This is an optimization exercise on Yosys and OpenROAD, whose aim is small area, a short achievable clock period and few clock cycles per item, not a production implementation.
The RTL was checked by simulation tests, not by an equivalence proof against the original design.

===== flow/standard.sh =====
#!/bin/bash
# synth_recipe.tcl (not shown) runs the flow's synth.tcl, then flattens the netlist and writes it again
# the make line also repeats each setting of config.mk as NAME=value (left out here)
make -C /OpenROAD-flow-scripts/flow DESIGN_CONFIG=/design/flow/config.mk WORK_HOME=/design/flow/orfs CLKGATE_MAP_FILE= SYNTH_SCRIPT=/design/flow/synth_recipe.tcl "${@:-finish}"

===== flow/flow/run.sh =====
#!/bin/bash
set -euo pipefail
export SETUP_SLACK_MARGIN=9.3
export TNS_END_PERCENT=10
export BUFFER_PORTS_ARGS="-buffer_cell sky130_fd_sc_hd__buf_4"
bash standard.sh > standard.log 2>&1

===== flow/config.mk =====
export PLATFORM = sky130hd
export DESIGN_NAME = Milestone1
export DESIGN_NICKNAME = Milestone1
export VERILOG_FILES = /design/flow/design.v
export SDC_FILE = /design/flow/constraint.sdc
export NUM_CORES = 4
export LEC_CHECK = 0
export CAP_MARGIN = 20
export CORE_MARGIN = 2
export CORE_UTILIZATION = 30
export CTS_CLUSTER_DIAMETER = 140
export CTS_CLUSTER_SIZE = 24
export PLACE_DENSITY = 0.5
export SLEW_MARGIN = 20
export SYNTH_HIERARCHICAL = 1

===== flow/design.v =====
module Milestone1 (
		input logic Clock,
		input logic Resetn,
		input logic Start,
		output logic Stop,
		output logic   [17:0]   SRAM_address,
		output logic   [15:0]   SRAM_write_data,
		output logic            SRAM_we_n,
		input  logic   [15:0]   SRAM_read_data
);
logic        running;       
logic        vrow;          
logic [4:0]  ph;            
logic [6:0]  c;             
logic [14:0] w;             
logic [17:0] rgb;           
logic        lastrow;       
logic        we;            
assign SRAM_we_n = ~we;
logic        a_rd, a_wr, a_isy, a_isv;    
logic [1:0]  a_k;
logic        k_odd, k_ybus, k_sh, k_puhl;
logic [3:0]  k_ld;          
logic [5:0]  k_src;         
logic [2:0]  k_wsel;        
logic        fle76, fe77, fe78, fe79;    
wire c79     = fe79;
wire wrap    = ((ph == 5'd9) & ~c79) | (ph == 5'd16);
wire last_wr = running & lastrow & c79 & (ph == 5'd10);
wire [4:0] phN  = wrap ? 5'd0 : ph + 5'd1;
wire [6:0] cN   = wrap ? (c79 ? 7'd0 : c + 7'd1) : c;
wire       vrN  = (wrap & c79) ? 1'b0 : vrow;
wire nle76 = wrap ? ((c <= 7'd75) | c79) : fle76;
wire ne77  = wrap ? (c == 7'd76) : fe77;
wire ne78  = wrap ? fe77 : fe78;
wire ne79  = wrap ? fe78 : fe79;
logic        d_rd, d_wr, d_isy, d_isv, d_odd, d_ybus, d_sh, d_pulo;
logic [3:0]  d_ld;
logic [1:0]  d_k;
logic [5:0]  d_src;
logic [2:0]  d_wsel;
always_comb begin
	logic real_r, le76, le77, le78, e77, e78, e79, upre, vpre, dupn;
	real_r = ~vrN;
	le76 = nle76; le77 = nle76 | ne77; le78 = le77 | ne78;
	e77 = ne77; e78 = ne78; e79 = ne79;
	upre = (real_r & le77) | (e78 & ~lastrow);
	vpre = (real_r & le76) | (e77 & ~lastrow);
	dupn = ~le77;
	d_rd = 1'b0; d_wr = 1'b0; d_isy = 1'b0; d_isv = 1'b0; d_k = 2'd0;
	d_odd = 1'b0; d_sh = 1'b0; d_src = 6'd0; d_wsel = 3'd0; d_ld = 4'd0; d_pulo = 1'b0;
	case (phN)
		5'd0: begin d_rd = upre; d_k = 2'd2; end
		5'd1: begin d_rd = real_r; d_isy = 1'b1; end
		5'd2, 5'd3, 5'd4, 5'd7, 5'd8, 5'd9: d_wr = real_r;
		5'd5: begin d_rd = vpre; d_isv = 1'b1; d_k = 2'd3; end
		5'd6: begin
			if (e79) begin d_rd = ~lastrow; d_isv = 1'b1; d_k = 2'd2; end
			else begin d_rd = real_r & le78; d_isy = 1'b1; d_k = 2'd1; end
		end
		5'd10: begin d_rd = ~lastrow; d_k = 2'd2; end
		5'd11: begin d_rd = ~lastrow; d_isv = 1'b1; d_k = 2'd3; end
		5'd13: begin d_rd = ~lastrow; d_isy = 1'b1; d_k = 2'd1; end
		default: ;
	endcase
	d_odd = (phN == 5'd1) | (phN == 5'd6);
	d_ybus = (phN == 5'd4) | (phN == 5'd9) | (e79 & (phN == 5'd16));
	d_wsel[0] = (phN == 5'd2) | (phN == 5'd7);
	d_wsel[1] = (phN == 5'd3) | (phN == 5'd8);
	d_wsel[2] = (phN == 5'd4) | (phN == 5'd9);
	if (e79 & (phN >= 5'd5)) begin
		d_sh = 1'b1;
		case (phN)
			5'd5, 5'd13: d_src = 6'b000001;
			5'd11: d_src = 6'b000010;
			5'd15: d_src = 6'b000100;
			5'd6: d_src = 6'b000100;
			5'd12, 5'd16: d_src = 6'b001000;
			5'd14: d_src = 6'b010000;
			default: d_src = 6'b100000;
		endcase
	end else begin
		case (phN)
			5'd3: begin d_sh = 1'b1; d_src = dupn ? 6'b100000 : 6'b000001; end
			5'd4: begin d_sh = 1'b1; d_src = dupn ? 6'b100000 : 6'b010000; end
			5'd8: begin d_sh = 1'b1; d_src = dupn ? 6'b100000 : 6'b000010; end
			5'd9: begin d_sh = 1'b1; d_src = dupn ? 6'b100000 : 6'b001000; end
			default: ;
		endcase
	end
	d_ld[0] = ((phN == 5'd4) & upre) | (e79 & (phN == 5'd10));                        
	d_ld[1] = ((phN == 5'd4) & upre) | (e79 & (phN == 5'd14));                        
	d_ld[2] = ((phN == 5'd9) & vpre) | (e79 & ((phN == 5'd10) | (phN == 5'd15)));     
	d_ld[3] = ((phN == 5'd9) & vpre) | (e79 & (phN == 5'd15));                        
	d_pulo = e79 & (phN == 5'd10);
end
wire [17:0] a_x = a_isy ? {{2{vrow}}, w, 1'b0} : {{3{vrow}}, w};
logic [17:0] a_c;
always_comb begin
	case ({a_isy, a_isv, a_k[0]})
		3'b100: a_c = 18'd1;            
		3'b101: a_c = 18'd2;            
		3'b010: a_c = 18'd57602;
		3'b011: a_c = 18'd57603;
		default: a_c = 18'd38402;
	endcase
end
wire [17:0] a_ad = a_x + a_c;
wire go = running & ~last_wr;
always_ff @(posedge Clock or negedge Resetn) begin
	if (~Resetn) begin
		running <= 1'b0; vrow <= 1'b1; ph <= 5'd4; c <= 7'd77; w <= 15'h7ffd;
		fle76 <= 1'b0; fe77 <= 1'b1; fe78 <= 1'b0; fe79 <= 1'b0;
		rgb <= 18'd146944;
		SRAM_address <= 18'd0; we <= 1'b0; Stop <= 1'b0;
	end else begin
		if (Start) running <= 1'b1;
		Stop <= running & lastrow & c79 & (ph == 5'd9);
		if (running) begin
			ph <= phN; c <= cN; vrow <= vrN;
			fle76 <= nle76; fe77 <= ne77; fe78 <= ne78; fe79 <= ne79;
			if (wrap) w <= w + 15'd1;
		end
		if (last_wr) begin
			running <= 1'b0; vrow <= 1'b1; ph <= 5'd4; c <= 7'd77; w <= 15'h7ffd;
			fle76 <= 1'b0; fe77 <= 1'b1; fe78 <= 1'b0; fe79 <= 1'b0;
		end
		we <= a_wr;
		SRAM_address <= a_rd ? a_ad : rgb;
		if (a_wr) rgb <= rgb + 18'd1;
		if (~running) rgb <= 18'd146944;
	end
end
always_ff @(posedge Clock) begin
	lastrow <= ~vrow & (w >= 15'd19120);
	a_rd <= go & d_rd; a_wr <= go & d_wr; a_isy <= d_isy; a_isv <= d_isv; a_k <= d_k;
	k_odd <= d_odd; k_ybus <= d_ybus; k_sh <= go & d_sh; k_ld <= {4{go}} & d_ld; k_puhl <= d_pulo;
	k_src <= d_src; k_wsel <= d_wsel;
end
logic [15:0] D;                  
logic [7:0]  pu_hi, pu_lo, pv_hi, pv_lo;
logic [7:0]  ch [0:10];          
logic [9:0]  vhold;              
logic [22:0] yt;                 
logic [8:0]  cu, cv;             
logic [10:0] cu3, cv3;           
logic        nu, nv;
logic [7:0]  b0;
always_ff @(posedge Clock) begin
	D <= SRAM_read_data;
end
logic [7:0] chin;
always_comb begin
	chin = ({8{k_src[0]}} & pv_hi) | ({8{k_src[1]}} & pv_lo) | ({8{k_src[2]}} & pu_hi)
	     | ({8{k_src[3]}} & pu_lo) | ({8{k_src[4]}} & D[15:8]) | ({8{k_src[5]}} & ch[1]);
end
integer i;
always_ff @(posedge Clock) begin
	if (k_sh) begin
		ch[0] <= chin;
		for (i = 1; i <= 10; i = i + 1) ch[i] <= ch[i-1];
	end
	if (k_ld[0]) pu_hi <= k_puhl ? D[7:0] : D[15:8];
	if (k_ld[1]) pu_lo <= D[7:0];
	if (k_ld[2]) pv_hi <= D[15:8];
	if (k_ld[3]) pv_lo <= D[7:0];
end
logic [8:0] fA, fB, fC;
always_ff @(posedge Clock) begin
	fA <= {1'b0, ch[9]} + {1'b0, chin};
	fB <= {1'b0, ch[7]} + {1'b0, ch[1]};
	fC <= {1'b0, ch[5]} + {1'b0, ch[3]} + 9'd1;
end
wire fl_1, fl_2;
csa_fa fl_1_i (.a(fA[5]), .b(fA[3]), .c(fA[1]), .s(fl_1), .co(fl_2));
wire fl_3, fl_4;
csa_fa fl_3_i (.a(fA[6]), .b(fA[4]), .c(fA[2]), .s(fl_3), .co(fl_4));
wire fl_5, fl_6;
csa_ha fl_5_i (.a(~fB[0]), .b(fB[3]), .s(fl_5), .co(fl_6));
wire fl_7, fl_8;
csa_fa fl_7_i (.a(fA[7]), .b(fA[5]), .c(fA[3]), .s(fl_7), .co(fl_8));
wire fl_9, fl_10;
csa_fa fl_9_i (.a(~fB[1]), .b(fB[4]), .c(fB[5]), .s(fl_9), .co(fl_10));
wire fl_11, fl_12;
csa_ha fl_11_i (.a(fC[0]), .b(fC[2]), .s(fl_11), .co(fl_12));
wire fl_13, fl_14;
csa_fa fl_13_i (.a(fA[8]), .b(fA[6]), .c(fA[4]), .s(fl_13), .co(fl_14));
wire fl_15, fl_16;
csa_fa fl_15_i (.a(~fB[2]), .b(fB[5]), .c(fB[6]), .s(fl_15), .co(fl_16));
wire fl_17, fl_18;
csa_fa fl_17_i (.a(fC[1]), .b(fC[3]), .c(~fC[8]), .s(fl_17), .co(fl_18));
wire fl_19, fl_20;
csa_fa fl_19_i (.a(fA[7]), .b(fA[5]), .c(~fB[3]), .s(fl_19), .co(fl_20));
wire fl_21, fl_22;
csa_fa fl_21_i (.a(fB[6]), .b(fB[7]), .c(fC[2]), .s(fl_21), .co(fl_22));
wire fl_23 = ~fC[4];
wire fl_24 = fC[4];
wire fl_25, fl_26;
csa_fa fl_25_i (.a(fA[8]), .b(fA[6]), .c(~fB[4]), .s(fl_25), .co(fl_26));
wire fl_27, fl_28;
csa_fa fl_27_i (.a(fB[7]), .b(fB[8]), .c(fC[3]), .s(fl_27), .co(fl_28));
wire fl_29 = ~fC[5];
wire fl_30 = fC[5];
wire fl_31, fl_32;
csa_fa fl_31_i (.a(fA[7]), .b(~fB[5]), .c(fB[8]), .s(fl_31), .co(fl_32));
wire fl_33, fl_34;
csa_ha fl_33_i (.a(fC[4]), .b(fC[6]), .s(fl_33), .co(fl_34));
wire fl_35, fl_36;
csa_ha fl_35_i (.a(fA[8]), .b(~fB[6]), .s(fl_35), .co(fl_36));
wire fl_37, fl_38;
csa_ha fl_37_i (.a(fA[3]), .b(fA[1]), .s(fl_37), .co(fl_38));
wire fl_39, fl_40;
csa_fa fl_39_i (.a(fA[4]), .b(fA[2]), .c(fA[0]), .s(fl_39), .co(fl_40));
wire fl_41, fl_42;
csa_ha fl_41_i (.a(fB[1]), .b(fB[2]), .s(fl_41), .co(fl_42));
wire fl_43, fl_44;
csa_fa fl_43_i (.a(fl_1), .b(fB[2]), .c(fB[3]), .s(fl_43), .co(fl_44));
wire fl_45 = ~(fC[0] ^ ~fC[5]);
wire fl_46 = fC[0] | ~fC[5];
wire fl_47, fl_48;
csa_fa fl_47_i (.a(fl_2), .b(fl_3), .c(fl_5), .s(fl_47), .co(fl_48));
wire fl_49, fl_50;
csa_fa fl_49_i (.a(fB[4]), .b(fC[1]), .c(~fC[6]), .s(fl_49), .co(fl_50));
wire fl_51, fl_52;
csa_fa fl_51_i (.a(fl_4), .b(fl_6), .c(fl_7), .s(fl_51), .co(fl_52));
wire fl_53, fl_54;
csa_fa fl_53_i (.a(fl_9), .b(fl_11), .c(~fC[7]), .s(fl_53), .co(fl_54));
wire fl_55, fl_56;
csa_fa fl_55_i (.a(fl_8), .b(fl_10), .c(fl_12), .s(fl_55), .co(fl_56));
wire fl_57, fl_58;
csa_fa fl_57_i (.a(fl_13), .b(fl_15), .c(fl_17), .s(fl_57), .co(fl_58));
wire fl_59, fl_60;
csa_fa fl_59_i (.a(fl_14), .b(fl_16), .c(fl_18), .s(fl_59), .co(fl_60));
wire fl_61, fl_62;
csa_fa fl_61_i (.a(fl_19), .b(fl_21), .c(fl_23), .s(fl_61), .co(fl_62));
wire fl_63, fl_64;
csa_fa fl_63_i (.a(fl_20), .b(fl_22), .c(fl_24), .s(fl_63), .co(fl_64));
wire fl_65, fl_66;
csa_fa fl_65_i (.a(fl_25), .b(fl_27), .c(fl_29), .s(fl_65), .co(fl_66));
wire fl_67, fl_68;
csa_fa fl_67_i (.a(fl_26), .b(fl_28), .c(fl_30), .s(fl_67), .co(fl_68));
wire fl_69 = ~(fl_31 ^ fl_33);
wire fl_70 = fl_31 | fl_33;
wire fl_71, fl_72;
csa_fa fl_71_i (.a(fl_32), .b(fl_34), .c(fl_35), .s(fl_71), .co(fl_72));
wire fl_73 = ~(fC[5] ^ fC[7]);
wire fl_74 = fC[5] | fC[7];
wire fl_75, fl_76;
csa_fa fl_75_i (.a(fl_36), .b(~fB[7]), .c(fC[6]), .s(fl_75), .co(fl_76));
wire fl_77 = ~fC[8];
wire fl_78 = fC[8];
wire fl_79, fl_80;
csa_ha fl_79_i (.a(~fB[8]), .b(fC[7]), .s(fl_79), .co(fl_80));
wire fl_81, fl_82;
csa_ha fl_81_i (.a(fA[2]), .b(fA[0]), .s(fl_81), .co(fl_82));
wire fl_83, fl_84;
csa_fa fl_83_i (.a(fl_37), .b(fB[0]), .c(fB[1]), .s(fl_83), .co(fl_84));
wire fl_85, fl_86;
csa_fa fl_85_i (.a(fl_38), .b(fl_39), .c(fl_41), .s(fl_85), .co(fl_86));
wire fl_87, fl_88;
csa_fa fl_87_i (.a(fl_40), .b(fl_42), .c(fl_43), .s(fl_87), .co(fl_88));
wire fl_89, fl_90;
csa_fa fl_89_i (.a(fl_44), .b(fl_46), .c(fl_47), .s(fl_89), .co(fl_90));
wire fl_91, fl_92;
csa_fa fl_91_i (.a(fl_48), .b(fl_50), .c(fl_51), .s(fl_91), .co(fl_92));
wire fl_93, fl_94;
csa_fa fl_93_i (.a(fl_52), .b(fl_54), .c(fl_55), .s(fl_93), .co(fl_94));
wire fl_95, fl_96;
csa_fa fl_95_i (.a(fl_56), .b(fl_58), .c(fl_59), .s(fl_95), .co(fl_96));
wire fl_97, fl_98;
csa_fa fl_97_i (.a(fl_60), .b(fl_62), .c(fl_63), .s(fl_97), .co(fl_98));
wire fl_99, fl_100;
csa_fa fl_99_i (.a(fl_64), .b(fl_66), .c(fl_67), .s(fl_99), .co(fl_100));
wire fl_101, fl_102;
csa_fa fl_101_i (.a(fl_68), .b(fl_70), .c(fl_71), .s(fl_101), .co(fl_102));
wire fl_103, fl_104;
csa_fa fl_103_i (.a(fl_72), .b(fl_74), .c(fl_75), .s(fl_103), .co(fl_104));
wire fl_105, fl_106;
csa_fa fl_105_i (.a(fl_76), .b(fl_78), .c(fl_79), .s(fl_105), .co(fl_106));
wire fl_107, fl_108;
csa_ha fl_107_i (.a(fA[1]), .b(~fC[1]), .s(fl_107), .co(fl_108));
wire fl_109, fl_110;
csa_fa fl_109_i (.a(fl_81), .b(fB[0]), .c(~fC[2]), .s(fl_109), .co(fl_110));
wire fl_111, fl_112;
csa_fa fl_111_i (.a(fl_82), .b(fl_83), .c(~fC[3]), .s(fl_111), .co(fl_112));
wire fl_113, fl_114;
csa_fa fl_113_i (.a(fl_84), .b(fl_85), .c(~fC[4]), .s(fl_113), .co(fl_114));
wire fl_115, fl_116;
csa_fa fl_115_i (.a(fl_86), .b(fl_87), .c(fl_45), .s(fl_115), .co(fl_116));
wire fl_117, fl_118;
csa_fa fl_117_i (.a(fl_88), .b(fl_89), .c(fl_49), .s(fl_117), .co(fl_118));
wire fl_119, fl_120;
csa_fa fl_119_i (.a(fl_90), .b(fl_91), .c(fl_53), .s(fl_119), .co(fl_120));
wire fl_121, fl_122;
csa_fa fl_121_i (.a(fl_92), .b(fl_93), .c(fl_57), .s(fl_121), .co(fl_122));
wire fl_123, fl_124;
csa_fa fl_123_i (.a(fl_94), .b(fl_95), .c(fl_61), .s(fl_123), .co(fl_124));
wire fl_125, fl_126;
csa_fa fl_125_i (.a(fl_96), .b(fl_97), .c(fl_65), .s(fl_125), .co(fl_126));
wire fl_127, fl_128;
csa_fa fl_127_i (.a(fl_98), .b(fl_99), .c(fl_69), .s(fl_127), .co(fl_128));
wire fl_129, fl_130;
csa_fa fl_129_i (.a(fl_100), .b(fl_101), .c(fl_73), .s(fl_129), .co(fl_130));
wire fl_131, fl_132;
csa_fa fl_131_i (.a(fl_102), .b(fl_103), .c(fl_77), .s(fl_131), .co(fl_132));
wire fl_133 = ~(fl_104 ^ fl_105);
wire fl_134 = fl_104 | fl_105;
wire fl_135, fl_136;
csa_fa fl_135_i (.a(fl_106), .b(fl_80), .c(fC[8]), .s(fl_135), .co(fl_136));
wire [18:0] fl_a = {1'b1, 1'b1, fl_136, fl_134, fl_132, fl_130, fl_128, fl_126, fl_124, fl_122, fl_120, fl_118, fl_116, fl_114, fl_112, fl_110, fl_108, fl_107, fA[0]};
wire [18:0] fl_b = {1'b0, 1'b0, 1'b1, fl_135, fl_133, fl_131, fl_129, fl_127, fl_125, fl_123, fl_121, fl_119, fl_117, fl_115, fl_113, fl_111, fl_109, 1'b1, ~fC[0]};
wire [8:0]  fl_lo = {1'b0, fl_a[7:0]} + {1'b0, fl_b[7:0]};
logic [10:0] fa, fb;
logic        fc8;
always_ff @(posedge Clock) begin
	fa <= fl_a[18:8]; fb <= fl_b[18:8]; fc8 <= fl_lo[8];
end
wire [10:0] fs = fa + fb + {10'd0, fc8};
wire [9:0]  fr = {fs[10], fs[8:0]};    
wire [10:0] f3 = {2'd0, fr[8:0]} + {1'b0, fr[8:0], 1'b0};
wire [7:0]  eu = ch[6], ev = ch[7];
wire [8:0]  vsel = k_odd ? vhold[8:0] : {1'b0, ev};
wire [10:0] vs3 = {2'd0, vsel} + {1'b0, vsel, 1'b0};
wire [10:0] eu3 = {3'd0, eu} + {2'd0, eu, 1'b0};
logic [7:0] Yv;
always_ff @(posedge Clock) begin
	Yv <= k_ybus ? SRAM_read_data[15:8] : D[7:0];
end
wire ym_1, ym_2;
csa_ha ym_1_i (.a(Yv[5]), .b(Yv[3]), .s(ym_1), .co(ym_2));
wire ym_3, ym_4;
csa_fa ym_3_i (.a(Yv[6]), .b(Yv[4]), .c(Yv[2]), .s(ym_3), .co(ym_4));
wire ym_5, ym_6;
csa_fa ym_5_i (.a(Yv[7]), .b(Yv[5]), .c(Yv[3]), .s(ym_5), .co(ym_6));
wire ym_7, ym_8;
csa_fa ym_7_i (.a(Yv[6]), .b(Yv[4]), .c(Yv[1]), .s(ym_7), .co(ym_8));
wire ym_9, ym_10;
csa_ha ym_9_i (.a(Yv[7]), .b(Yv[5]), .s(ym_9), .co(ym_10));
wire ym_11, ym_12;
csa_ha ym_11_i (.a(Yv[6]), .b(Yv[3]), .s(ym_11), .co(ym_12));
wire ym_13, ym_14;
csa_ha ym_13_i (.a(~Yv[7]), .b(Yv[0]), .s(ym_13), .co(ym_14));
wire ym_15, ym_16;
csa_ha ym_15_i (.a(Yv[3]), .b(Yv[1]), .s(ym_15), .co(ym_16));
wire ym_17, ym_18;
csa_fa ym_17_i (.a(Yv[4]), .b(Yv[2]), .c(Yv[0]), .s(ym_17), .co(ym_18));
wire ym_19 = ~(ym_1 ^ Yv[1]);
wire ym_20 = ym_1 | Yv[1];
wire ym_21 = ~(ym_2 ^ ym_3);
wire ym_22 = ym_2 | ym_3;
wire ym_23, ym_24;
csa_fa ym_23_i (.a(ym_4), .b(ym_5), .c(Yv[0]), .s(ym_23), .co(ym_24));
wire ym_25 = ~(ym_6 ^ ym_7);
wire ym_26 = ym_6 | ym_7;
wire ym_27, ym_28;
csa_fa ym_27_i (.a(ym_8), .b(ym_9), .c(Yv[2]), .s(ym_27), .co(ym_28));
wire ym_29 = ~(ym_10 ^ ym_11);
wire ym_30 = ym_10 | ym_11;
wire ym_31, ym_32;
csa_fa ym_31_i (.a(ym_12), .b(Yv[7]), .c(Yv[4]), .s(ym_31), .co(ym_32));
wire [22:0] ym_a = {1'b0, Yv[7], Yv[6], ym_32, ym_30, ym_28, ym_26, ym_24, ym_22, ym_20, ym_18, ym_16, ym_15, Yv[2], ym_14, ym_13, ~Yv[6], ~Yv[5], ~Yv[4], ~Yv[3], ~Yv[2], ~Yv[1], ~Yv[0]};
wire [22:0] ym_b = {1'b0, 1'b0, 1'b0, Yv[5], ym_31, ym_29, ym_27, ym_25, ym_23, ym_21, ym_19, ym_17, 1'b1, Yv[0], Yv[1], 1'b1, 1'b0, 1'b1, 1'b1, 1'b0, 1'b0, 1'b0, 1'b1};
wire [22:0] ytn = ym_a + ym_b;
always_ff @(posedge Clock) begin
	vhold <= fr;
	yt <= ytn;
	if (k_odd) begin
		cu <= fr[8:0]; cu3 <= f3; nu <= fr[9];
		cv <= vhold[8:0]; cv3 <= vs3; nv <= vhold[9];
	end else begin
		cu <= {1'b0, eu}; cu3 <= eu3; nu <= 1'b0;
		cv <= {1'b0, ev}; cv3 <= vs3; nv <= 1'b0;
	end
end
wire clr_1, clr_2;
csa_ha clr_1_i (.a(yt[5]), .b(cv3[7]), .s(clr_1), .co(clr_2));
wire clr_3, clr_4;
csa_fa clr_3_i (.a(yt[6]), .b(cv3[8]), .c(cv[1]), .s(clr_3), .co(clr_4));
wire clr_5, clr_6;
csa_fa clr_5_i (.a(yt[7]), .b(cv3[9]), .c(cv[2]), .s(clr_5), .co(clr_6));
wire clr_7, clr_8;
csa_fa clr_7_i (.a(yt[8]), .b(cv3[10]), .c(cv[3]), .s(clr_7), .co(clr_8));
wire clr_9, clr_10;
csa_fa clr_9_i (.a(yt[9]), .b(cv3[0]), .c(cv[4]), .s(clr_9), .co(clr_10));
wire clr_11, clr_12;
csa_fa clr_11_i (.a(yt[10]), .b(cv3[1]), .c(cv[5]), .s(clr_11), .co(clr_12));
wire clr_13, clr_14;
csa_ha clr_13_i (.a(yt[11]), .b(cv3[2]), .s(clr_13), .co(clr_14));
wire clr_15, clr_16;
csa_fa clr_15_i (.a(yt[12]), .b(cv3[3]), .c(cv[7]), .s(clr_15), .co(clr_16));
wire clr_17, clr_18;
csa_fa clr_17_i (.a(yt[13]), .b(cv3[0]), .c(cv3[4]), .s(clr_17), .co(clr_18));
wire clr_19, clr_20;
csa_ha clr_19_i (.a(yt[14]), .b(cv3[1]), .s(clr_19), .co(clr_20));
wire clr_21, clr_22;
csa_fa clr_21_i (.a(yt[15]), .b(cv3[2]), .c(cv3[6]), .s(clr_21), .co(clr_22));
wire clr_23, clr_24;
csa_fa clr_23_i (.a(yt[16]), .b(cv3[3]), .c(cv3[7]), .s(clr_23), .co(clr_24));
wire clr_25, clr_26;
csa_ha clr_25_i (.a(yt[17]), .b(cv3[4]), .s(clr_25), .co(clr_26));
wire clr_27, clr_28;
csa_fa clr_27_i (.a(yt[18]), .b(cv3[5]), .c(cv3[9]), .s(clr_27), .co(clr_28));
wire clr_29, clr_30;
csa_ha clr_29_i (.a(yt[19]), .b(cv3[6]), .s(clr_29), .co(clr_30));
wire clr_31, clr_32;
csa_ha clr_31_i (.a(yt[2]), .b(cv3[4]), .s(clr_31), .co(clr_32));
wire clr_33, clr_34;
csa_fa clr_33_i (.a(yt[3]), .b(cv3[5]), .c(cv[1]), .s(clr_33), .co(clr_34));
wire clr_35, clr_36;
csa_fa clr_35_i (.a(yt[4]), .b(cv3[6]), .c(cv[2]), .s(clr_35), .co(clr_36));
wire clr_37, clr_38;
csa_fa clr_37_i (.a(clr_1), .b(cv[0]), .c(cv[3]), .s(clr_37), .co(clr_38));
wire clr_39, clr_40;
csa_fa clr_39_i (.a(clr_2), .b(clr_3), .c(cv[4]), .s(clr_39), .co(clr_40));
wire clr_41, clr_42;
csa_fa clr_41_i (.a(clr_4), .b(clr_5), .c(cv[5]), .s(clr_41), .co(clr_42));
wire clr_43, clr_44;
csa_fa clr_43_i (.a(clr_6), .b(clr_7), .c(cv[6]), .s(clr_43), .co(clr_44));
wire clr_45, clr_46;
csa_fa clr_45_i (.a(clr_8), .b(clr_9), .c(cv[7]), .s(clr_45), .co(clr_46));
wire clr_47, clr_48;
csa_fa clr_47_i (.a(clr_10), .b(clr_11), .c(cv[8]), .s(clr_47), .co(clr_48));
wire clr_49, clr_50;
csa_fa clr_49_i (.a(clr_12), .b(clr_13), .c(cv[6]), .s(clr_49), .co(clr_50));
wire clr_51 = ~(clr_14 ^ clr_15);
wire clr_52 = clr_14 | clr_15;
wire clr_53, clr_54;
csa_fa clr_53_i (.a(clr_16), .b(clr_17), .c(cv[8]), .s(clr_53), .co(clr_54));
wire clr_55, clr_56;
csa_fa clr_55_i (.a(clr_18), .b(clr_19), .c(cv3[5]), .s(clr_55), .co(clr_56));
wire clr_57 = ~(clr_20 ^ clr_21);
wire clr_58 = clr_20 | clr_21;
wire clr_59 = ~(clr_22 ^ clr_23);
wire clr_60 = clr_22 | clr_23;
wire clr_61, clr_62;
csa_fa clr_61_i (.a(clr_24), .b(clr_25), .c(cv3[8]), .s(clr_61), .co(clr_62));
wire clr_63 = ~(clr_26 ^ clr_27);
wire clr_64 = clr_26 | clr_27;
wire clr_65, clr_66;
csa_fa clr_65_i (.a(clr_28), .b(clr_29), .c(cv3[10]), .s(clr_65), .co(clr_66));
wire clr_67, clr_68;
csa_fa clr_67_i (.a(clr_30), .b(yt[20]), .c(cv3[7]), .s(clr_67), .co(clr_68));
wire clr_69, clr_70;
csa_ha clr_69_i (.a(yt[21]), .b(cv3[8]), .s(clr_69), .co(clr_70));
wire clr_71 = ~(yt[22] ^ cv3[9]);
wire clr_72 = yt[22] | cv3[9];
wire clr_73 = ~cv3[10];
wire clr_74 = cv3[10];
wire [27:0] clr_a = {1'b1, clr_74, clr_72, clr_70, clr_68, clr_66, clr_64, clr_62, clr_60, clr_58, clr_56, clr_54, clr_52, clr_50, clr_48, clr_46, clr_44, clr_42, clr_40, clr_38, clr_36, clr_34, clr_32, clr_31, yt[1], yt[0], cv3[1], cv3[0]};
wire [27:0] clr_b = {1'b0, 1'b1, clr_73, clr_71, clr_69, clr_67, clr_65, clr_63, clr_61, clr_59, clr_57, clr_55, clr_53, clr_51, clr_49, clr_47, clr_45, clr_43, clr_41, clr_39, clr_37, clr_35, clr_33, cv[0], cv3[3], cv3[2], 1'b0, 1'b0};
wire [27:0] Rs = clr_a + clr_b;
wire clg_1, clg_2;
csa_ha clg_1_i (.a(yt[3]), .b(~cu3[2]), .s(clg_1), .co(clg_2));
wire clg_3, clg_4;
csa_ha clg_3_i (.a(yt[4]), .b(~cu3[3]), .s(clg_3), .co(clg_4));
wire clg_5, clg_6;
csa_ha clg_5_i (.a(yt[5]), .b(~cu3[4]), .s(clg_5), .co(clg_6));
wire clg_7, clg_8;
csa_ha clg_7_i (.a(yt[6]), .b(~cu3[5]), .s(clg_7), .co(clg_8));
wire clg_9, clg_10;
csa_ha clg_9_i (.a(yt[9]), .b(~cu3[8]), .s(clg_9), .co(clg_10));
wire clg_11, clg_12;
csa_fa clg_11_i (.a(yt[10]), .b(~cu3[9]), .c(~cu[2]), .s(clg_11), .co(clg_12));
wire clg_13, clg_14;
csa_ha clg_13_i (.a(~cv[0]), .b(~cv[7]), .s(clg_13), .co(clg_14));
wire clg_15, clg_16;
csa_fa clg_15_i (.a(yt[11]), .b(~cu3[0]), .c(~cu3[10]), .s(clg_15), .co(clg_16));
wire clg_17, clg_18;
csa_fa clg_17_i (.a(~cu[3]), .b(~cv[1]), .c(~cv[8]), .s(clg_17), .co(clg_18));
wire clg_19, clg_20;
csa_fa clg_19_i (.a(yt[12]), .b(~cu3[1]), .c(~cu[4]), .s(clg_19), .co(clg_20));
wire clg_21, clg_22;
csa_ha clg_21_i (.a(~cv3[0]), .b(~cv[2]), .s(clg_21), .co(clg_22));
wire clg_23, clg_24;
csa_fa clg_23_i (.a(yt[13]), .b(~cu3[2]), .c(~cu[5]), .s(clg_23), .co(clg_24));
wire clg_25 = ~(~cv3[1] ^ ~cv[3]);
wire clg_26 = ~cv3[1] | ~cv[3];
wire clg_27, clg_28;
csa_fa clg_27_i (.a(yt[14]), .b(~cu3[3]), .c(~cu[6]), .s(clg_27), .co(clg_28));
wire clg_29, clg_30;
csa_ha clg_29_i (.a(~cv3[2]), .b(~cv[4]), .s(clg_29), .co(clg_30));
wire clg_31, clg_32;
csa_fa clg_31_i (.a(yt[15]), .b(~cu3[4]), .c(~cu[7]), .s(clg_31), .co(clg_32));
wire clg_33, clg_34;
csa_ha clg_33_i (.a(~cv3[3]), .b(~cv[5]), .s(clg_33), .co(clg_34));
wire clg_35, clg_36;
csa_fa clg_35_i (.a(yt[16]), .b(~cu3[5]), .c(~cu[8]), .s(clg_35), .co(clg_36));
wire clg_37 = ~(~cv3[4] ^ ~cv[6]);
wire clg_38 = ~cv3[4] | ~cv[6];
wire clg_39, clg_40;
csa_fa clg_39_i (.a(yt[17]), .b(~cu3[6]), .c(~cv3[5]), .s(clg_39), .co(clg_40));
wire clg_41, clg_42;
csa_fa clg_41_i (.a(yt[18]), .b(~cu3[7]), .c(~cv3[6]), .s(clg_41), .co(clg_42));
wire clg_43, clg_44;
csa_ha clg_43_i (.a(yt[1]), .b(~cu3[0]), .s(clg_43), .co(clg_44));
wire clg_45, clg_46;
csa_ha clg_45_i (.a(yt[2]), .b(~cu3[1]), .s(clg_45), .co(clg_46));
wire clg_47, clg_48;
csa_fa clg_47_i (.a(clg_1), .b(~cv[0]), .c(~cv[5]), .s(clg_47), .co(clg_48));
wire clg_49, clg_50;
csa_fa clg_49_i (.a(clg_2), .b(clg_3), .c(~cv[1]), .s(clg_49), .co(clg_50));
wire clg_51, clg_52;
csa_fa clg_51_i (.a(clg_4), .b(clg_5), .c(~cv[2]), .s(clg_51), .co(clg_52));
wire clg_53, clg_54;
csa_fa clg_53_i (.a(clg_6), .b(clg_7), .c(~cv[3]), .s(clg_53), .co(clg_54));
wire clg_55, clg_56;
csa_fa clg_55_i (.a(clg_8), .b(yt[7]), .c(~cu3[6]), .s(clg_55), .co(clg_56));
wire clg_57, clg_58;
csa_fa clg_57_i (.a(yt[8]), .b(~cu3[7]), .c(~cu[0]), .s(clg_57), .co(clg_58));
wire clg_59, clg_60;
csa_fa clg_59_i (.a(clg_9), .b(~cu[1]), .c(~cv[6]), .s(clg_59), .co(clg_60));
wire clg_61, clg_62;
csa_fa clg_61_i (.a(clg_10), .b(clg_11), .c(clg_13), .s(clg_61), .co(clg_62));
wire clg_63, clg_64;
csa_fa clg_63_i (.a(clg_12), .b(clg_14), .c(clg_15), .s(clg_63), .co(clg_64));
wire clg_65, clg_66;
csa_fa clg_65_i (.a(clg_16), .b(clg_18), .c(clg_19), .s(clg_65), .co(clg_66));
wire clg_67, clg_68;
csa_fa clg_67_i (.a(clg_20), .b(clg_22), .c(clg_23), .s(clg_67), .co(clg_68));
wire clg_69, clg_70;
csa_fa clg_69_i (.a(clg_24), .b(clg_26), .c(clg_27), .s(clg_69), .co(clg_70));
wire clg_71, clg_72;
csa_fa clg_71_i (.a(clg_28), .b(clg_30), .c(clg_31), .s(clg_71), .co(clg_72));
wire clg_73, clg_74;
csa_fa clg_73_i (.a(clg_32), .b(clg_34), .c(clg_35), .s(clg_73), .co(clg_74));
wire clg_75, clg_76;
csa_fa clg_75_i (.a(clg_36), .b(clg_38), .c(clg_39), .s(clg_75), .co(clg_76));
wire clg_77, clg_78;
csa_fa clg_77_i (.a(clg_40), .b(clg_41), .c(~cv[8]), .s(clg_77), .co(clg_78));
wire clg_79, clg_80;
csa_fa clg_79_i (.a(clg_42), .b(yt[19]), .c(~cu3[8]), .s(clg_79), .co(clg_80));
wire clg_81, clg_82;
csa_fa clg_81_i (.a(yt[20]), .b(~cu3[9]), .c(~cv3[8]), .s(clg_81), .co(clg_82));
wire clg_83, clg_84;
csa_ha clg_83_i (.a(yt[21]), .b(~cu3[10]), .s(clg_83), .co(clg_84));
wire clg_85, clg_86;
csa_ha clg_85_i (.a(yt[22]), .b(~cv3[10]), .s(clg_85), .co(clg_86));
wire clg_87, clg_88;
csa_ha clg_87_i (.a(clg_43), .b(~cv[3]), .s(clg_87), .co(clg_88));
wire clg_89, clg_90;
csa_fa clg_89_i (.a(clg_44), .b(clg_45), .c(~cv[4]), .s(clg_89), .co(clg_90));
wire clg_91 = ~(clg_46 ^ clg_47);
wire clg_92 = clg_46 | clg_47;
wire clg_93, clg_94;
csa_fa clg_93_i (.a(clg_48), .b(clg_49), .c(~cv[6]), .s(clg_93), .co(clg_94));
wire clg_95, clg_96;
csa_fa clg_95_i (.a(clg_50), .b(clg_51), .c(~cv[7]), .s(clg_95), .co(clg_96));
wire clg_97, clg_98;
csa_fa clg_97_i (.a(clg_52), .b(clg_53), .c(~cv[8]), .s(clg_97), .co(clg_98));
wire clg_99, clg_100;
csa_fa clg_99_i (.a(clg_54), .b(clg_55), .c(~cv[4]), .s(clg_99), .co(clg_100));
wire clg_101, clg_102;
csa_fa clg_101_i (.a(clg_56), .b(clg_57), .c(~cv[5]), .s(clg_101), .co(clg_102));
wire clg_103 = ~(clg_58 ^ clg_59);
wire clg_104 = clg_58 | clg_59;
wire clg_105 = ~(clg_60 ^ clg_61);
wire clg_106 = clg_60 | clg_61;
wire clg_107, clg_108;
csa_fa clg_107_i (.a(clg_62), .b(clg_63), .c(clg_17), .s(clg_107), .co(clg_108));
wire clg_109, clg_110;
csa_fa clg_109_i (.a(clg_64), .b(clg_65), .c(clg_21), .s(clg_109), .co(clg_110));
wire clg_111, clg_112;
csa_fa clg_111_i (.a(clg_66), .b(clg_67), .c(clg_25), .s(clg_111), .co(clg_112));
wire clg_113, clg_114;
csa_fa clg_113_i (.a(clg_68), .b(clg_69), .c(clg_29), .s(clg_113), .co(clg_114));
wire clg_115, clg_116;
csa_fa clg_115_i (.a(clg_70), .b(clg_71), .c(clg_33), .s(clg_115), .co(clg_116));
wire clg_117, clg_118;
csa_fa clg_117_i (.a(clg_72), .b(clg_73), .c(clg_37), .s(clg_117), .co(clg_118));
wire clg_119, clg_120;
csa_fa clg_119_i (.a(clg_74), .b(clg_75), .c(~cv[7]), .s(clg_119), .co(clg_120));
wire clg_121 = ~(clg_76 ^ clg_77);
wire clg_122 = clg_76 | clg_77;
wire clg_123, clg_124;
csa_fa clg_123_i (.a(clg_78), .b(clg_79), .c(~cv3[7]), .s(clg_123), .co(clg_124));
wire clg_125 = ~(clg_80 ^ clg_81);
wire clg_126 = clg_80 | clg_81;
wire clg_127, clg_128;
csa_fa clg_127_i (.a(clg_82), .b(clg_83), .c(~cv3[9]), .s(clg_127), .co(clg_128));
wire clg_129 = ~(clg_84 ^ clg_85);
wire clg_130 = clg_84 | clg_85;
wire [27:0] clg_a = {1'b1, 1'b1, clg_130, clg_128, clg_126, clg_124, clg_122, clg_120, clg_118, clg_116, clg_114, clg_112, clg_110, clg_108, clg_106, clg_104, clg_102, clg_100, clg_98, clg_96, clg_94, clg_92, clg_90, clg_88, clg_87, yt[0], ~cv[1], ~cv[0]};
wire [27:0] clg_b = {1'b0, 1'b0, clg_86, clg_129, clg_127, clg_125, clg_123, clg_121, clg_119, clg_117, clg_115, clg_113, clg_111, clg_109, clg_107, clg_105, clg_103, clg_101, clg_99, clg_97, clg_95, clg_93, clg_91, clg_89, 1'b1, ~cv[2], 1'b0, 1'b1};
wire [27:0] Gs = clg_a + clg_b;
wire clb_1, clb_2;
csa_fa clb_1_i (.a(yt[8]), .b(cu[0]), .c(cu[3]), .s(clb_1), .co(clb_2));
wire clb_3, clb_4;
csa_fa clb_3_i (.a(yt[9]), .b(cu[1]), .c(cu[4]), .s(clb_3), .co(clb_4));
wire clb_5, clb_6;
csa_fa clb_5_i (.a(yt[10]), .b(cu[2]), .c(cu[5]), .s(clb_5), .co(clb_6));
wire clb_7, clb_8;
csa_fa clb_7_i (.a(yt[11]), .b(cu[3]), .c(cu[6]), .s(clb_7), .co(clb_8));
wire clb_9, clb_10;
csa_ha clb_9_i (.a(yt[5]), .b(cu[0]), .s(clb_9), .co(clb_10));
wire clb_11, clb_12;
csa_fa clb_11_i (.a(yt[6]), .b(cu[1]), .c(cu3[5]), .s(clb_11), .co(clb_12));
wire clb_13, clb_14;
csa_fa clb_13_i (.a(yt[7]), .b(cu[2]), .c(cu3[6]), .s(clb_13), .co(clb_14));
wire clb_15, clb_16;
csa_fa clb_15_i (.a(clb_1), .b(cu3[7]), .c(cu3[10]), .s(clb_15), .co(clb_16));
wire clb_17, clb_18;
csa_fa clb_17_i (.a(clb_2), .b(clb_3), .c(cu3[8]), .s(clb_17), .co(clb_18));
wire clb_19, clb_20;
csa_fa clb_19_i (.a(clb_4), .b(clb_5), .c(cu3[9]), .s(clb_19), .co(clb_20));
wire clb_21, clb_22;
csa_fa clb_21_i (.a(clb_6), .b(clb_7), .c(cu3[10]), .s(clb_21), .co(clb_22));
wire clb_23, clb_24;
csa_fa clb_23_i (.a(clb_8), .b(yt[12]), .c(cu[4]), .s(clb_23), .co(clb_24));
wire clb_25, clb_26;
csa_ha clb_25_i (.a(yt[13]), .b(cu[5]), .s(clb_25), .co(clb_26));
wire clb_27, clb_28;
csa_ha clb_27_i (.a(yt[1]), .b(cu3[0]), .s(clb_27), .co(clb_28));
wire clb_29, clb_30;
csa_fa clb_29_i (.a(yt[2]), .b(cu3[1]), .c(cu3[4]), .s(clb_29), .co(clb_30));
wire clb_31, clb_32;
csa_fa clb_31_i (.a(yt[3]), .b(cu3[2]), .c(cu3[5]), .s(clb_31), .co(clb_32));
wire clb_33, clb_34;
csa_fa clb_33_i (.a(yt[4]), .b(cu3[3]), .c(cu3[6]), .s(clb_33), .co(clb_34));
wire clb_35, clb_36;
csa_fa clb_35_i (.a(clb_9), .b(cu3[4]), .c(cu3[7]), .s(clb_35), .co(clb_36));
wire clb_37, clb_38;
csa_fa clb_37_i (.a(clb_10), .b(clb_11), .c(cu3[8]), .s(clb_37), .co(clb_38));
wire clb_39, clb_40;
csa_fa clb_39_i (.a(clb_12), .b(clb_13), .c(cu3[9]), .s(clb_39), .co(clb_40));
wire clb_41 = ~(clb_14 ^ clb_15);
wire clb_42 = clb_14 | clb_15;
wire clb_43 = ~(clb_16 ^ clb_17);
wire clb_44 = clb_16 | clb_17;
wire clb_45 = ~(clb_18 ^ clb_19);
wire clb_46 = clb_18 | clb_19;
wire clb_47 = ~(clb_20 ^ clb_21);
wire clb_48 = clb_20 | clb_21;
wire clb_49, clb_50;
csa_fa clb_49_i (.a(clb_22), .b(clb_23), .c(cu[7]), .s(clb_49), .co(clb_50));
wire clb_51, clb_52;
csa_fa clb_51_i (.a(clb_24), .b(clb_25), .c(cu[8]), .s(clb_51), .co(clb_52));
wire clb_53, clb_54;
csa_fa clb_53_i (.a(clb_26), .b(yt[14]), .c(cu[6]), .s(clb_53), .co(clb_54));
wire clb_55, clb_56;
csa_fa clb_55_i (.a(yt[15]), .b(cu[0]), .c(cu[7]), .s(clb_55), .co(clb_56));
wire clb_57, clb_58;
csa_fa clb_57_i (.a(yt[16]), .b(cu[1]), .c(cu[8]), .s(clb_57), .co(clb_58));
wire clb_59, clb_60;
csa_ha clb_59_i (.a(yt[17]), .b(cu[2]), .s(clb_59), .co(clb_60));
wire clb_61, clb_62;
csa_ha clb_61_i (.a(yt[18]), .b(cu[3]), .s(clb_61), .co(clb_62));
wire clb_63 = ~(yt[19] ^ cu[4]);
wire clb_64 = yt[19] | cu[4];
wire clb_65 = ~(yt[20] ^ cu[5]);
wire clb_66 = yt[20] | cu[5];
wire clb_67 = ~(yt[21] ^ cu[6]);
wire clb_68 = yt[21] | cu[6];
wire clb_69, clb_70;
csa_ha clb_69_i (.a(yt[22]), .b(cu[7]), .s(clb_69), .co(clb_70));
wire clb_71 = ~cu[8];
wire clb_72 = cu[8];
wire [27:0] clb_a = {1'b1, clb_72, clb_70, clb_68, clb_66, clb_64, clb_62, clb_60, clb_58, clb_56, clb_54, clb_52, clb_50, clb_48, clb_46, clb_44, clb_42, clb_40, clb_38, clb_36, clb_34, clb_32, clb_30, clb_28, clb_27, yt[0], cu3[1], cu3[0]};
wire [27:0] clb_b = {1'b0, 1'b1, clb_71, clb_69, clb_67, clb_65, clb_63, clb_61, clb_59, clb_57, clb_55, clb_53, clb_51, clb_49, clb_47, clb_45, clb_43, clb_41, clb_39, clb_37, clb_35, clb_33, clb_31, clb_29, cu3[3], cu3[2], 1'b0, 1'b0};
wire [27:0] Bs = clb_a + clb_b;
logic [37:0] o;                  
always_ff @(posedge Clock) o <= {Rs[27:16], Gs[27:16], Bs[27:16], nu, nv};
function automatic [7:0] clip(input logic [11:0] x, input logic z);
	clip = (z | x[11]) ? 8'd0 : (|x[10:8]) ? 8'd255 : x[7:0];
endfunction
wire [7:0] oR = clip(o[37:26], o[0]), oG = clip(o[25:14], o[1] | o[0]), oB = clip(o[13:2], o[1]);
logic [15:0] gb;
always_ff @(posedge Clock) begin
	b0 <= oB;
	gb <= {oG, oB};
	SRAM_write_data <= ({16{k_wsel[0]}} & {oR, oG}) | ({16{k_wsel[1]}} & {b0, oR})
	                 | ({16{k_wsel[2]}} & gb);
end
endmodule
module csa_fa (input logic a, input logic b, input logic c, output logic s, output logic co);
	assign s = a ^ b ^ c;
	assign co = (a & b) | (a & c) | (b & c);
endmodule
module csa_ha (input logic a, input logic b, output logic s, output logic co);
	assign s = a ^ b;
	assign co = a & b;
endmodule

===== flow/constraint.sdc =====
create_clock -name core_clock -period 13.0 [get_ports {Clock}]
set_input_delay 2.6000 -clock core_clock [delete_from_list [all_inputs] [get_ports {Clock}]]
set_output_delay 2.6000 -clock core_clock [all_outputs]
set_load 0.01 [all_outputs]

==> results of run 1 <==
[Yosys stat by module (local to each module, per instance)]
| module | flip-flops and latches | area, um2 | copies in the design | cells inside |
|---|---|---|---|---|
| Milestone1 | 418 | 20200 | 1 | 1934 |
| csa_ha | 0 | 12.5 | 41 | 1 |
| csa_fa | 0 | 20.0 | 148 | 1 |
[logic make-up after synthesis]
logic type	share of synthesized area, %
muxes	2.58
DFF	41.7
AOI/OAI and AO/OA	11.6
adders and majority gates	26.0
and+or+nand+nor	8.59
xor gates and xnor gates	4.84
buffers and inverters	4.65
[worst reg2reg max path, cell delays in order, from the launching register on]
cell and delay, ns:
dfxtp_2 0.36, inv_4 0.05, ha_4 0.21, fa_1 0.56, fa_1 0.45, ha_2 0.22, or3_1 0.31, a311o_1 0.34
a211o_1 0.32, nand4_2 0.12, a31oi_4 0.12, a41o_1 0.22, buf_4 0.14, nor3_1 0.13, nor2_1 0.06
[final timing paths]
kind	from	endpoint	slack, ns	cells past startpoint
max	cu3[3]$_DFF_P_	o[23]$_DFF_P_	9.28	14
min	nv$_SDFF_PN0_	o[0]$_DFF_P_	0.34	0
max reg2reg	cu3[3]$_DFF_P_	o[23]$_DFF_P_	9.28	14
min reg2reg	nv$_SDFF_PN0_	o[0]$_DFF_P_	0.34	0
max in group asynchronous	Resetn	c[5]$_DFFE_PN0P_	10.27	1
min in group asynchronous	Resetn	SRAM_address[11]$_DFF_PN0_	2.14	1
[state kept, by name, summed over array words and instances (netlist names), 10 cells and up]
register / count
D: 16
SRAM_address: 18
SRAM_write_data: 16
ch: 80
cu3: 10
cv3: 11
gb: 16
o: 38
rgb: 18
vhold: 10
w: 15
yt: 23
[synth_stat cells (all sizes together), types with 7 or more instances]
cell type and number:
nor3 25, nand2 121, a211oi 16, mux2i 15, edfxtp 112, dfrtp 44, a21oi 110, nor2b 18
o21a 33, dfstp 27, inv 239, a221o 9, o31ai 7, clkbuf 39, o21ai 72, mux2 41
dfxtp 235, xor2 44, and3 13, nand4 13, nand2b 12, a21o 33, o21bai 24, ha 241
buf 11, nand3 57, fa 157, and2 19, o211a 9, xnor2 87, o211ai 17, a31oi 12
a22oi 32, or3 10, nor2 99
[what timing repair did]
action,4_1_cts,5_1_grt
hold buffers,0,0
gates resized for setup,37,39
cloned,0,0
buffers inserted,3,15
pin swaps,10,24
endpoints found under the setup margin,36,44
[cell type report]
| type | instances | area, um2 | share of cell area, % |
|---|---|---|---|
| multi-input cells | 1416 | 12800 | 49.1 |
| flip-flops and latches | 418 | 9940 | 38.0 |
| well taps | 1050 | 1310 | 5.02 |
| inverters | 239 | 902 | 3.45 |
| clock buffers | 33 | 581 | 2.22 |
| repair buffers | 76 | 571 | 2.18 |
| clock inverters | 3 | 25.0 | 0.0956 |
[routing by layer]
metal / global-route usage [%] / wire (um) / vias to the layer above
li1: - / - / 7379
met1: 18.8 / 26700 / 7496
met2: 24.9 / 28000 / 272
met3: 1.82 / 1960 / 72
met4: 3.87 / 1450 / 0
met5: 0 / 0 / -
[metrics by stage]
stage | utilization (%) | area [um2] | setup slack (ns)
4_1_cts | 33.0 | 26000 | 9.20
3_5_place_dp | 32.1 | 25200 | 9.04
6_report | 33.3 | 26200 | 9.28
3_3_place_gp | 32.1 | 25200 | 9.06
5_1_grt | 33.3 | 26200 | 9.16
2_1_floorplan | - | 23700 | 9.41
==> flow_summary.yaml, run 1 <==
status:
  status: "no timing/DRC/antenna violations"
global_route:
  track_usage_pct: 14.3
  grt_pass1_wl_um: 91700
  grt_pass1_vias: 16091
  grt_max_degree: 81
  overflow: 0
  antenna_found_initial: 0
critical_path:
  cp_max_fo: 4
  end_kind: "register"
  crit_family: "adder cells"
  path_buf_inv: 2
  worstPathCellList: "inv_4, ha_4, fa_1, fa_1, ha_2, or3_1, a311o_1, a211o_1, nand4_2, a31oi_4, a41o_1, buf_4, nor3_1, nor2_1"
  critPathMostFrequentCell: "fa_1"
  start_kind: "register"
  critPathRequiredTime_ns: 13.47
  critPathSlowestCell: "fa_1"
  worst-setup-path-type: "reg2reg"
  critical_path.max_stage_delay_ns: 0.56
  crit_arrival_ns: 4.19
layout:
  final_nets: 2589
  layout_commonest_cell: "ha_1"
  nFillCells: 7891
  layout.cells.non_filler: 3235
  mostFrequentLayoutCells: "236 x ha_1, 235 x inv_1, 205 x dfxtp_1"
  drive_gt1_share_pct: 11.2
  syn_to_final_growth_pct: 10.5
  n_antenna_cell: 0
yosys:
  yosys_register_bits: 418
  synth_cell_types: 76
  synth-seq-area-share_pct: 41.7
  synth_top_area_cell: "dfxtp_1"
  syn_area_um2: 23700
  synth_area_leaders: "dfxtp_1 20%, edfxtp_1 14%, fa_1 13%, ha_1 13%, dfrtp_1 4.6%"
  async_reset_ff_share_pct: 17.0
  synth_edf_count: 112
  syn_avg_cell_area_um2: 11.2
  synth_top_area_share_pct: 19.9
  synthesis.nets: 2540
  synth_ff_type: "dfxtp_1"
  ys_warn_count: 8
  syn_inst: 2123
clock_network:
  cts_buffers: 21
  cts_max_level: 1
  cts.sinks: 418
  clkTransAtPathRegs_ns: 0.09
  root_buffer: "clkbuf_16"
  clockBufferDepth: 3
  cts_tree: "built"
  clk_latency_ns: 0.59
sta:
  finalCritPeriodShare_pct: 28.6
  rsz0062_at_grt: "true"
  tightest_slew_ns: 1.06
  slew_viol_final: 0
  setup-tns-final_ns: 0
  timing.fmax_mhz: 269
  slew_headroom_pct: 29.3
  holdWs_ns: 0.340
  period_minus_slack_ns: 3.72
  final_hold_viol_count: 0
  fin_skew_ns: 0.0409
  final-setup-viol-count: 0
die:
  design.die.area_um2: 81200
  core_um2: 78600
  fp.dieW_um: 285
  initial_core_util_pct: 30.1
  pin_count: 55
  core.rowCount: 103
  die_height_um: 285
drt:
  num_vias: 15219
  dr.first_iter.drc_count: 884
  ant_nets: 0
  vias_per_cell: 4.70
  totalWireLength_um: 58200
  wire_per_inst_um: 18.0
  drtPass1Iterations: 7
  drc_errors: 0
run:
  max_cap_violations: 0
placement:
  dp.final_hpwl_um: 46200
  gp_congestion: 0.884
  io_buffers: 54
  place_inst: 3181
worst_hold_path:
  hold_class: "reg2reg"
Testbench counts, summed over its fixed seeds: cycles 774,832, frames 4.
==> inputs of run 2 (changes only) <==
==> flow/flow/run.sh (replaced) <==
#!/bin/bash
set -euo pipefail
export SETUP_SLACK_MARGIN=9.3
export TNS_END_PERCENT=10
export BUFFER_PORTS_ARGS="-buffer_cell sky130_fd_sc_hd__buf_2"
bash standard.sh > standard.log 2>&1
--- a/flow/config.mk
+++ b/flow/config.mk
@@ -7,9 +7,9 @@
 export LEC_CHECK = 0
 export CAP_MARGIN = 20
 export CORE_MARGIN = 2
-export CORE_UTILIZATION = 30
+export CORE_UTILIZATION = 55
 export CTS_CLUSTER_DIAMETER = 140
 export CTS_CLUSTER_SIZE = 24
-export PLACE_DENSITY = 0.5
+export PLACE_DENSITY = 0.75
 export SLEW_MARGIN = 20
 export SYNTH_HIERARCHICAL = 1
==> run 2 against run 1 <==
Still clean on timing, DRC and antenna; critical path depth fell by 2; sequential share of layout area is 1.3 points higher; register-to-register slack is essentially flat; worst setup slack worse by 0.0017 ns; flip-flop and latch count stayed put; first-iteration DRC count is 20% higher; die area decreased by 45%; utilization increased by 26 points; global-route usage increased by 10 points.
==> flow_summary.yaml, run 2 <==
drt:
  ant_nets: 0
  totalWireLength_um: 53000
  vias_per_cell: 5.70
  wl_met3_um: 2220
  drtPass1Iterations: 6
  dr.first_iter.drc_count: 1065
  num_vias: 15495
  wl_met1_um: 23200
  wire_per_inst_um: 19.5
  dr_wl_met2_um: 26400
  drc_errors: 0
  highest_layer: "met4"
die:
  core.rowCount: 76
  design.die.area_um2: 44700
  core_um2: 42800
  pin_count: 55
  initial_core_util_pct: 55.4
  die_height_um: 212
  fp.dieW_um: 212
yosys:
  ys_warn_count: 8
  synth-seq-area-share_pct: 41.7
  synth_cell_types: 76
  synthesis.nets: 2540
  syn_area_um2: 23700
  synth_ff_type: "dfxtp_1"
  async_reset_ff_share_pct: 17.0
  syn_avg_cell_area_um2: 11.2
  synth_area_leaders: "dfxtp_1 20%, edfxtp_1 14%, fa_1 13%, ha_1 13%, dfrtp_1 4.6%"
  synth_top_area_cell: "dfxtp_1"
  synth_edf_count: 112
  synthTopCellsByCount: "241 x ha_1, 239 x inv_1, 235 x dfxtp_1"
  yosys_register_bits: 418
  synth_top_area_share_pct: 19.9
  synth.most_common_cell: "ha_1"
  syn_inst: 2123
sta:
  slew_viol_final: 0
  period_minus_slack_ns: 3.72
  tightest_slew_ns: 1.03
  fin_skew_ns: 0.0246
  slew_headroom_pct: 31.4
  finalCritPeriodShare_pct: 28.6
  setup_ws_ns: 9.28
  final_hold_viol_count: 0
  rsz0062_at_grt: "true"
  timing.fmax_mhz: 269
  setup-tns-final_ns: 0
  final-setup-viol-count: 0
layout:
  mostFrequentLayoutCells: "237 x inv_1, 237 x ha_1, 213 x dfxtp_1"
  largest_reg_flops: 80
  reg_top3: "ch x80, o x38, yt x23"
  final_nets: 2576
  regMostFlops: "ch"
  drive_gt1_share_pct: 10.0
  syn_to_final_growth_pct: 6.71
  nFillCells: 3510
critical_path:
  start_kind: "register"
  end_kind: "register"
  worst-setup-path-type: "reg2reg"
  critPathRequiredTime_ns: 13.45
  cp_max_fo: 3
  r2r_slack_ns: 9.28
  crit_arrival_ns: 4.17
global_route:
  grt_max_degree: 81
  grt_pass1_wl_um: 85100
  track_usage_pct: 24.4
  overflow: 0
  antenna_found_initial: 2
  grt_pass1_vias: 16245
clock_network:
  root_buffer: "clkbuf_16"
  cts_buffers: 21
  cts.sinks: 418
  clockBufferDepth: 3
  clk_latency_ns: 0.56
  clkTransAtPathRegs_ns: 0.10
  cts_max_level: 1
  holdBufCountCts: 0
  cts_tree: "built"
placement:
  gp_congestion: 0.925
  io_buffers: 54
  dp.final_hpwl_um: 42200
  pre_cts_ws_ns: 9.06
status:
  status: "no timing/DRC/antenna violations"
worst_hold_path:
  hold_class: "reg2reg"
run:
  max_cap_violations: 0
[run 2: cell counts after synthesis]
Identical to the previous run, type by type.
[run 2: cells by family after synthesis]
family | Yosys count | share of synthesized area [%]
AOI/OAI and AO/OA | 414 | 11.6
DFF | 418 | 41.7
and+or+nand+nor | 417 | 8.59
muxes | 56 | 2.58
buffers and inverters | 289 | 4.65
adders and majority gates | 398 | 26.0
xor gates and xnor gates | 131 | 4.84
[run 2: final cells by class]
type | count | area (um2) | share of cell area [%]
antenna | 1 | 2.50 | 0.00990
clock buffer | 34 | 574 | 2.27
clock inverter | 2 | 25.0 | 0.0990
inverter | 239 | 900 | 3.56
multi-input combinational | 1416 | 12800 | 50.7
sequential | 418 | 9930 | 39.3
tap | 546 | 683 | 2.70
timing repair buffer | 63 | 338 | 1.34
[run 2: per-layer routing]
| layer | track usage, % | vias to the layer above |
|---|---|---|
| li1 | - | 7377 |
| met1 | 31.8 | 7693 |
| met2 | 43.4 | 351 |
| met3 | 2.86 | 74 |
| met4 | 6.14 | 0 |
| met5 | 0 | - |
[run 2: critical path, cell delays in order (launching register included)]
cell and delay [ns]:
dfxtp_2 0.44, fa_2 0.47, fa_1 0.44, fa_1 0.50, ha_1 0.36, a21oi_2 0.16
nand2_1 0.08, a21oi_2 0.15, a211oi_2 0.10, a211o_1 0.33, a211oi_2 0.32, o21bai_1 0.12
xnor2_1 0.13
[run 2: through the flow]
stage	util, %	instance area, um2	cells	hold WS, ns
2_1_floorplan	-	23700	2123	0.310
3_3_place_gp	57.2	24500	2676	0.322
3_5_place_dp	57.2	24500	2677	0.330
4_1_cts	58.6	25100	2713	0.351
5_1_grt	59.1	25300	2718	0.358
6_report	59.1	25300	2719	0.343
[run 2: what timing repair did]
item | CTS | global route
hold endpoints to repair | 0 | 0
resized for setup | 3 | 53
pin swaps | 0 | 18
buffers inserted | 0 | 5
gates cloned | 0 | 0
endpoints found under the setup margin | 18 | 41
[run 2: path summary, 6_finish.rpt]
| check | from | endpoint | cells past startpoint |
|---|---|---|---|
| max in group asynchronous | Resetn | SRAM_address[6]$_DFF_PN0_ | 2 |
| setup / recovery | yt[11]$_DFF_P_ | o[12]$_DFF_P_ | 12 |
| setup reg to reg | yt[11]$_DFF_P_ | o[12]$_DFF_P_ | 12 |
| min in group asynchronous | Resetn | ph[3]$_DFFE_PN0P_ | 2 |
| hold / removal | nu$_SDFF_PN0_ | o[1]$_DFF_P_ | 0 |
| hold reg to reg | nu$_SDFF_PN0_ | o[1]$_DFF_P_ | 0 |
[run 2: per-module statistics from Yosys, one instance, submodules excluded]
module | area [um2] | flip-flops and latches | times used
csa_fa | 20.0 | 0 | 148
Milestone1 | 20200 | 418 | 1
csa_ha | 12.5 | 0 | 41

## afterwards: timing with drivers on the ports
The results above use ideal ports. As a check the final layouts listed here were re-extracted and re-timed, cells and wires unchanged. Step 1 assumes that a clkbuf_16 drives the clock port and a buf_2 every other input. Step 2 moves the port delays by t, midway between the first and last clock arrival at a register: inputs arrive t later, outputs are due t later. That takes back most of the time a late clock gives input paths. Three values: ideal ports, drivers, drivers and shift; two values: the first two.
| run | shift t [ns] | setup slack, ns | worst slew at a driven data input, ns | cell pins on the clock port's net |
|---|---|---|---|---|
| run 1 | 0.629 | 9.282 / 9.222 / 9.282 | 0.04 | 1 |
| run 2 | 0.603 | 9.281 / 9.252 / 9.281 | 0.06 | 1 |
After both steps setup and hold are still met in every run listed.
